From an optimization exercise on the open Yosys and OpenROAD flow, aimed at small area, a short achievable clock period and few clock cycles; shortcuts taken in it are not production practice.
At most, simulation tests tie the RTL to the original design; equivalence was not proved.
Power and IR drop assume default switching activity.

== the baseline ==
==> flow/design.v (excerpt) <==
module qrcode_decoder(
    input clk,
    input srst_n,
    input start,
    input sram_rdata,
    output [11:0] sram_raddr,
    output reg [5:0] loc_y,
    output reg [5:0] loc_x,
    output reg [7:0] decode_text,    
    output reg valid,
    output reg finish
);
Settings: LEC_CHECK=0, ABC_AREA=1, CAP_MARGIN=20, CORE_MARGIN=2, CORE_UTILIZATION=40, SLEW_MARGIN=20; clock period 16.0 ns.
standard.sh (not shown) runs the stock make flow with config.mk's settings and CLKGATE_MAP_FILE= SYNTH_SCRIPT=/design/flow/synth_recipe.tcl, a recipe that flattens the netlist after the stock synthesis.
==> flow/flow/run.sh <==
#!/bin/bash
# The standard layout (standard.sh, unchanged), with four changes made through
# its environment:
#  - synthesis leaves the adders to ABC instead of mapping them to the
#    library's half- and full-adder cells (ADDER_MAP_FILE empty); the rest of
#    the synthesis is standard.sh's own (synth_recipe.tcl: no fsm or share
#    passes, flattened, function nets renamed), so the registers are the
#    standard synthesis's;
#  - the buffers that the flow puts on every input and output port are
#    sky130_fd_sc_hd__buf_2 cells instead of the slower delay cells that
#    buffer_ports picks by default;
#  - repair_timing aims for a setup slack of 11.5 ns, i.e. it sizes the cells
#    of paths slower than about 4.5 ns;
#  - clock tree synthesis uses sky130_fd_sc_hd__clkbuf_8 buffers and no dummy
#    loads.
# The clock, its period and the I/O constraints are the design's, unchanged.
# Each tool's full output is in standard.log in this folder.
export ADDER_MAP_FILE=
export BUFFER_PORTS_ARGS="-buffer_cell sky130_fd_sc_hd__buf_2"
export SETUP_SLACK_MARGIN=11.7
export CTS_ARGS="-sink_clustering_enable -repair_clock_nets -dont_use_dummy_load -buf_list sky130_fd_sc_hd__clkbuf_8"
bash standard.sh > standard.log 2>&1
Having completed the whole flow, the baseline delivered a layout that passed the timing, DRC and antenna checks.
Testbench counts of the baseline, summed over its fixed seeds: cycles 24,098.
--- input diff the baseline..the candidate ---
==> flow/flow/run.sh <==
#!/bin/bash
cp -r "$FLOW_HOME/scripts" orfs_scripts
printf '%s\n' 'strash' 'dc2' 'dch' 'map -a' 'topo' 'stime -c' 'buffer -c' 'upsize -c' 'dnsize -c'  > orfs_scripts/abc_area.script
export SCRIPTS_DIR="$PWD/orfs_scripts"
export ADDER_MAP_FILE=
export BUFFER_PORTS_ARGS="-buffer_cell sky130_fd_sc_hd__buf_2"
export SETUP_SLACK_MARGIN=11.8
export CTS_ARGS="-sink_clustering_enable -repair_clock_nets -dont_use_dummy_load -buf_list sky130_fd_sc_hd__clkbuf_8"
bash standard.sh > standard.log 2>&1
--- outcome ---
- Fraction of the core area covered by cells at the end of the flow ended up 2.0 points higher on the candidate than on the baseline.
- Summary of the candidate over the baseline: final total power dropped about 23%, largest buffer count on any clock path has remained practically unchanged, final area shows a reduction of 530 sq um.
- Most common cell after layout, fill and taps aside = nor2_1: the candidate; most common cell after layout, fill and taps aside = nand2_1: the baseline
- The candidate vs. the baseline: die area went down by about 10%.
- The candidate | status: complete | timing, DRC, antenna: pass
- The run showing the smaller initial standard-cell utilization of the core is the baseline.


Another version of the RTL of qrcode_decoder (not shown whole).
Size: about 990 cells after synthesis, ~73 flip-flops, ~38 I/O pins, ~6300 sq um of cells after synthesis.
## qrcode_decoder
module qrcode_decoder(
    input clk,
    input srst_n,
    input start,
    input sram_rdata,
    output [11:0] sram_raddr,
    output reg [5:0] loc_y,
    output reg [5:0] loc_x,
    output reg [7:0] decode_text,    
    output reg valid,
    output reg finish
);
clock: 16.0 ns
lec_check: 0
abc_area: 1
cap_margin: 20
core_margin: 2
core_utilization: 40
slew_margin: 20
==> flow/flow/run.sh <==
#!/bin/bash
# The standard layout (standard.sh, unchanged), run with a copy of the ORFS
# scripts in which only abc_area.script (the logic optimisation recipe that
# synthesis hands to ABC) differs, and with these settings in its environment:
#  - ABC's recipe: resyn2-style AIG rewriting, dch, then area-oriented
#    mapping (map -a) and ABC's usual buffering and sizing, instead of
#    dch and delay-oriented mapping (map -B 0.9);
#  - synthesis leaves the adders to ABC instead of mapping them to the
#    library's half- and full-adder cells (ADDER_MAP_FILE empty);
#    the rest of synthesis is standard.sh's own (synth_recipe.tcl: no fsm or
#    share passes, flattened, function nets renamed), so the registers are the
#    standard synthesis's;
#  - the buffers that the flow puts on every input and output port are
#    sky130_fd_sc_hd__buf_2 cells instead of the slower delay cells that
#    buffer_ports picks by default;
#  - repair_timing aims for a setup slack of 11.8 ns, i.e. it sizes the cells
#    of paths slower than about 4.2 ns;
#  - clock tree synthesis uses sky130_fd_sc_hd__clkbuf_8 buffers and no dummy
#    loads.
# The clock, its period and the I/O constraints are the design's, unchanged.
# Each tool's full output is in standard.log in this folder (and ORFS's own
# per-step logs under orfs/logs).
cp -r "$FLOW_HOME/scripts" orfs_scripts
cat > orfs_scripts/abc_area.script <<'ABC'
strash
balance
resub -K 6
rewrite
resub -K 6 -N 2
refactor
resub -K 8
balance
resub -K 8 -N 2
rewrite
resub -K 10
rewrite -z
resub -K 10 -N 2
balance
resub -K 12
refactor -z
resub -K 12 -N 2
rewrite -z
balance
dch -f
map -a
topo
stime -c
buffer -c
upsize -c
dnsize -c
ABC
export SCRIPTS_DIR="$PWD/orfs_scripts"
export ADDER_MAP_FILE=
export BUFFER_PORTS_ARGS="-buffer_cell sky130_fd_sc_hd__buf_2"
export SETUP_SLACK_MARGIN=11.8
export CTS_ARGS="-sink_clustering_enable -repair_clock_nets -dont_use_dummy_load -buf_list sky130_fd_sc_hd__clkbuf_8"
bash standard.sh > standard.log 2>&1
Testbench counts at the start, summed over its fixed seeds: cycles 24,170.
Change:
--- a/flow/flow/run.sh
+++ b/flow/flow/run.sh
@@ -26,20 +26,12 @@
 balance
-resub -K 6
 rewrite
-resub -K 6 -N 2
 refactor
-resub -K 8
 balance
-resub -K 8 -N 2
 rewrite
-resub -K 10
-rewrite -z
-resub -K 10 -N 2
-balance
-resub -K 12
-refactor -z
-resub -K 12 -N 2
 rewrite -z
 balance
-dch -f
+refactor -z
+rewrite -z
+balance
+dch
 map -a
=>
- The changed run went through all stages and came out clean
- clock-buffer cell count stays the same
- worst hold slack degrades by 0.010 ns
- via count went down by 0.53%
- sequential power went down by about 3%
- total power went down by 13%
Change:
--- a/flow/flow/run.sh
+++ b/flow/flow/run.sh
@@ -4,5 +4,5 @@
 # synthesis hands to ABC) differs, and with these settings in its environment:
-#  - ABC's recipe: resyn2-style AIG rewriting, dch, then area-oriented
-#    mapping (map -a) and ABC's usual buffering and sizing, instead of
-#    dch and delay-oriented mapping (map -B 0.9);
+#  - ABC's recipe: resyn2rs-style AIG rewriting and resubstitution, dch -f,
+#    then area-oriented mapping (map -a) and ABC's usual buffering and
+#    sizing, instead of dch and delay-oriented mapping (map -B 0.9);
 #  - synthesis leaves the adders to ABC instead of mapping them to the
@@ -26,12 +26,20 @@
 balance
+resub -K 6
 rewrite
+resub -K 6 -N 2
 refactor
+resub -K 8
 balance
+resub -K 8 -N 2
 rewrite
+resub -K 10
+rewrite -z
+resub -K 10 -N 2
+balance
+resub -K 12
+refactor -z
+resub -K 12 -N 2
 rewrite -z
 balance
-refactor -z
-rewrite -z
-balance
-dch
+dch -f
 map -a
CAP_MARGIN = 10   (was 20)
SLEW_MARGIN = 10   (was 20)
Effect:
- sequential cell count does not change
- combinational power increases by about 25%
- wire length stays flat
- design area hardly moves
- count of clock-buffer cells in the layout stays the same
Change:
CAP_MARGIN = 20   (was 10)
SLEW_MARGIN = 20   (was 10)
Via count climbs by 1.3%.
Count of clock-buffer cells in the layout does not change.
Non-clock buffer count climbs by 2.
Sequential cell count stays the same.
Hold slack got worse by 0.0040 ns.
Wire length climbs by about 0.7%.
Synthesized cell count stays the same.


delta:
Another version of the RTL of qrcode_decoder (not shown whole).
Size in the first run: ~73 flip-flops, roughly 38 I/O pins, roughly 6400 um2 of cells after synthesis.
Settings: LEC_CHECK=0, ABC_AREA=1, CAP_MARGIN=20, CORE_MARGIN=2, CORE_UTILIZATION=40, SLEW_MARGIN=20; clock period 16.0 ns.
==> flow/flow/run.sh <==
#!/bin/bash
# The standard layout (standard.sh, unchanged), run with a copy of the ORFS
# scripts in which only abc_area.script (the logic optimisation recipe that
# synthesis hands to ABC) differs, and with these settings in its environment:
#  - ABC's recipe: resyn2-style AIG rewriting, dch, then area-oriented
#    mapping (map -a) and ABC's usual buffering and sizing, instead of
#    dch and delay-oriented mapping (map -B 0.9);
#  - synthesis leaves the adders to ABC instead of mapping them to the
#    library's half- and full-adder cells (ADDER_MAP_FILE empty);
#    the rest of synthesis is standard.sh's own (synth_recipe.tcl: no fsm or
#    share passes, flattened, function nets renamed), so the registers are the
#    standard synthesis's;
#  - the buffers that the flow puts on every input and output port are
#    sky130_fd_sc_hd__buf_2 cells instead of the slower delay cells that
#    buffer_ports picks by default;
#  - repair_timing aims for a setup slack of 11.8 ns, i.e. it sizes the cells
#    of paths slower than about 4.2 ns;
#  - clock tree synthesis uses sky130_fd_sc_hd__clkbuf_8 buffers and no dummy
#    loads.
# The clock, its period and the I/O constraints are the design's, unchanged.
# Each tool's full output is in standard.log in this folder (and ORFS's own
# per-step logs under orfs/logs).
cp -r "$FLOW_HOME/scripts" orfs_scripts
cat > orfs_scripts/abc_area.script <<'ABC'
strash
balance
rewrite
refactor
balance
rewrite
rewrite -z
balance
refactor -z
rewrite -z
balance
dch
map -a
topo
stime -c
buffer -c
upsize -c
dnsize -c
ABC
export SCRIPTS_DIR="$PWD/orfs_scripts"
export ADDER_MAP_FILE=
export BUFFER_PORTS_ARGS="-buffer_cell sky130_fd_sc_hd__buf_2"
export SETUP_SLACK_MARGIN=11.8
export CTS_ARGS="-sink_clustering_enable -repair_clock_nets -dont_use_dummy_load -buf_list sky130_fd_sc_hd__clkbuf_8"
bash standard.sh > standard.log 2>&1
delta closes out successfully: all stages finished, all timing, DRC and antenna checks passed.
Inputs modified between delta and beta:
-- flow/flow/run.sh --
<<< delta, line 27
>>> beta, line 27
resub -K 6
<<< delta, line 28
>>> beta, line 29
resub -K 6 -N 2
<<< delta, line 29
>>> beta, line 31
resub -K 8
<<< delta, line 30
>>> beta, line 33
resub -K 8 -N 2
<<< delta, line 31
>>> beta, line 35
resub -K 10
rewrite -z
resub -K 10 -N 2
balance
resub -K 12
refactor -z
resub -K 12 -N 2
<<< delta, line 33
refactor -z
rewrite -z
balance
dch
>>> beta, line 44
dch -f
[summary]
Setup slack in beta is larger than in delta.
beta vs. delta: fmax went up; maximum VDD drop went up; clock power share went up.
NOTE: net count of the mapped netlist in beta exceeds that of delta
Compared with delta, first-pass GRT wire length in beta increased by a few percent.
Per the comparison of beta with delta, cell area now larger, final instance count without filler cells now larger, wire length now larger, number of global-route vias before repair now larger.
No functional check of the RTL was part of any run of this note.


Another version of the RTL of qrcode_decoder (not shown whole).
Size: about 1,000 cells after synthesis, ~71 flip-flops, about 38 I/O pins, roughly 6200 µm² of cells after synthesis.
clock: 16.0 ns
lec_check: 0
abc_area: 1
cap_margin: 20
core_margin: 2
core_utilization: 40
gpl_timing_driven: 1
slew_margin: 20
==> flow/flow/run.sh <==
#!/bin/bash
# The standard layout (standard.sh, unchanged), run with a copy of the ORFS
# scripts in which only abc_area.script (the logic optimisation recipe that
# synthesis hands to ABC) differs, and with these settings in its environment:
#  - ABC's recipe: resyn2rs-style AIG rewriting and resubstitution, dch -f,
#    then area-oriented mapping (map -a) and ABC's usual buffering and
#    sizing, instead of dch and delay-oriented mapping (map -B 0.9);
#  - synthesis leaves the adders to ABC instead of mapping them to the
#    library's half- and full-adder cells (ADDER_MAP_FILE empty);
#    the rest of synthesis is standard.sh's own (synth_recipe.tcl: no fsm or
#    share passes, flattened, function nets renamed), so the registers are the
#    standard synthesis's;
#  - the buffers that the flow puts on every input and output port are
#    sky130_fd_sc_hd__buf_2 cells instead of the slower delay cells that
#    buffer_ports picks by default;
#  - repair_timing aims for a setup slack of 11.8 ns, i.e. it sizes the cells
#    of paths slower than about 4.2 ns;
#  - clock tree synthesis uses sky130_fd_sc_hd__clkbuf_8 buffers and no dummy
#    loads.
# The clock, its period and the I/O constraints are the design's, unchanged.
# Each tool's full output is in standard.log in this folder (and ORFS's own
# per-step logs under orfs/logs).
cp -r "$FLOW_HOME/scripts" orfs_scripts
cat > orfs_scripts/abc_area.script <<'ABC'
strash
balance
resub -K 6
rewrite
resub -K 6 -N 2
refactor
resub -K 8
balance
resub -K 8 -N 2
rewrite
resub -K 10
rewrite -z
resub -K 10 -N 2
balance
resub -K 12
refactor -z
resub -K 12 -N 2
rewrite -z
balance
dch -f
map -a
topo
stime -c
buffer -c
upsize -c
dnsize -c
ABC
export SCRIPTS_DIR="$PWD/orfs_scripts"
export ADDER_MAP_FILE=
export BUFFER_PORTS_ARGS="-buffer_cell sky130_fd_sc_hd__buf_2"
export SETUP_SLACK_MARGIN=11.8
export CTS_ARGS="-sink_clustering_enable -repair_clock_nets -dont_use_dummy_load -buf_list sky130_fd_sc_hd__clkbuf_8"
bash standard.sh > standard.log 2>&1
Testbench counts at the start, summed over its fixed seeds: cycles 24,170.
Then changed:
CORE_UTILIZATION = 60   (was 40)
GPL_TIMING_DRIVEN = default   (was 1)
After rerunning: The new run completed with no timing, DRC or antenna violations. Area after synthesis is unchanged. Setup slack degrades by 0.013 ns. Flip-flop and latch count stays the same. Utilization rises by 21 points. Global-route usage came out higher by 11 points. Worst hold slack degrades by 0.0033 ns. Cell area went down by 1.4%.
Then changed:
--- a/flow/flow/run.sh
+++ b/flow/flow/run.sh
@@ -55,3 +55,3 @@
 export SETUP_SLACK_MARGIN=11.8
-export CTS_ARGS="-sink_clustering_enable -repair_clock_nets -dont_use_dummy_load -buf_list sky130_fd_sc_hd__clkbuf_8"
+export CTS_ARGS="-sink_clustering_enable -sink_clustering_size 100 -sink_clustering_max_diameter 500 -repair_clock_nets -dont_use_dummy_load -buf_list sky130_fd_sc_hd__clkbuf_16"
 bash standard.sh > standard.log 2>&1
CORE_UTILIZATION = 40   (was 60)
Effect: Die area rises by 48%. Routed wire length rises by 5.1%. Hold slack stays flat. Clock power rises by 47%. Sequential share of layout area falls by 0.68 points. Utilization falls by 20 points. Total power rises by 5.5%.
Then changed:
--- a/flow/flow/run.sh
+++ b/flow/flow/run.sh
@@ -55,3 +55,3 @@
 export SETUP_SLACK_MARGIN=11.8
-export CTS_ARGS="-sink_clustering_enable -sink_clustering_size 100 -sink_clustering_max_diameter 500 -repair_clock_nets -dont_use_dummy_load -buf_list sky130_fd_sc_hd__clkbuf_16"
+export CTS_ARGS="-sink_clustering_enable -repair_clock_nets -dont_use_dummy_load -buf_list sky130_fd_sc_hd__clkbuf_8"
 bash standard.sh > standard.log 2>&1
CORE_UTILIZATION = 25   (was 40)
Cell area is higher by a few percent; die area grows by well over a third; sequential power barely changes; cell count went up by roughly a tenth; routed wire length rose by a few percent.
Then changed:
--- a/flow/flow/run.sh
+++ b/flow/flow/run.sh
@@ -54,3 +54,3 @@
 export BUFFER_PORTS_ARGS="-buffer_cell sky130_fd_sc_hd__buf_2"
-export SETUP_SLACK_MARGIN=11.8
+export SETUP_SLACK_MARGIN=11.7
 export CTS_ARGS="-sink_clustering_enable -repair_clock_nets -dont_use_dummy_load -buf_list sky130_fd_sc_hd__clkbuf_8"
CORE_UTILIZATION = 40   (was 25)
First-iteration DRC count goes up by 17%.
Wire length goes down by 6.4%.
Worst setup slack gets worse by 0.12 ns.
Sequential power is about the same.
Die area goes down by 37%.
Sequential share of layout area goes up by 0.67 points.
Then changed:
--- a/flow/flow/run.sh
+++ b/flow/flow/run.sh
@@ -54,3 +54,3 @@
 export BUFFER_PORTS_ARGS="-buffer_cell sky130_fd_sc_hd__buf_2"
-export SETUP_SLACK_MARGIN=11.7
+export SETUP_SLACK_MARGIN=11.8
 export CTS_ARGS="-sink_clustering_enable -repair_clock_nets -dont_use_dummy_load -buf_list sky130_fd_sc_hd__clkbuf_8"
GPL_ROUTABILITY_DRIVEN = 0   (was default)
GPL_TIMING_DRIVEN = 0   (was default)
After rerunning: The changed run completed with no timing, DRC or antenna violations. Combinational power came out higher by a few percent. Wire length came out lower slightly. Worst setup slack improved by 0.11 ns.

re-timing with driven ports:
No port has a modelled driver above. Below, the same layouts with a new extraction and two added sets of constraints.
Step 1 assumes that a clkbuf_16 drives the clock port and a buf_2 every other input.
Step 2 also shifts input and output timing later by t, the mid clock arrival at the registers, as if the neighbouring blocks saw the same clock.
Slacks: ideal / step 1 / step 2; pairs: ideal / step 1.
| run | shift t [ns] | setup slack, ns | hold slack, ns | latest minus earliest clock arrival (ns) |
|---|---|---|---|---|
| the baseline | 0.414 | 11.755 / 11.713 / 11.921 | 0.454 / 0.454 / 0.454 | 0.020 / 0.020 |
| the candidate | 0.417 | 11.815 / 11.775 / 11.644 | 0.432 / 0.432 / 0.432 | 0.029 / 0.029 |
| the first run of note 2 | 0.406 | 11.840 / 11.801 / 11.866 | 0.463 / 0.463 / 0.463 | 0.027 / 0.027 |
| the second run of note 2 | 0.415 | 11.830 / 11.789 / 11.712 | 0.453 / 0.453 / 0.453 | 0.032 / 0.032 |
| the third run of note 2 | 0.411 | 11.837 / 11.797 / 11.826 | 0.467 / 0.467 / 0.467 | 0.025 / 0.026 |
| the fourth run of note 2 | 0.406 | 11.840 / 11.801 / 11.866 | 0.463 / 0.463 / 0.463 | 0.027 / 0.027 |
| delta | 0.422 | 11.801 / 11.761 / 11.847 | 0.419 / 0.419 / 0.419 | 0.030 / 0.030 |
| beta | 0.416 | 11.841 / 11.802 / 11.779 | 0.495 / 0.495 / 0.495 | 0.025 / 0.024 |
| the first run of note 4 | 0.406 | 11.827 / 11.792 / 11.799 | 0.412 / 0.412 / 0.412 | 0.020 / 0.020 |
| the second run of note 4 | 0.402 | 11.814 / 11.775 / 11.856 | 0.409 / 0.409 / 0.409 | 0.022 / 0.021 |
| the third run of note 4 | 0.385 | 11.842 / 11.800 / 11.805 | 0.408 / 0.408 / 0.408 | 0.015 / 0.014 |
| the fourth run of note 4 | 0.412 | 11.858 / 11.816 / 11.823 | 0.422 / 0.422 / 0.422 | 0.021 / 0.021 |
| the fifth run of note 4 | 0.404 | 11.735 / 11.700 / 11.798 | 0.412 / 0.412 / 0.412 | 0.019 / 0.019 |
| the sixth run of note 4 | 0.406 | 11.847 / 11.807 / 11.584 | 0.408 / 0.408 / 0.408 | 0.021 / 0.022 |
After both steps every run listed still meets setup and hold. For the sixth run of note 4, which loses most, drivers alone change the setup slack by -0.040 ns; drivers and shift together by -0.263 ns.
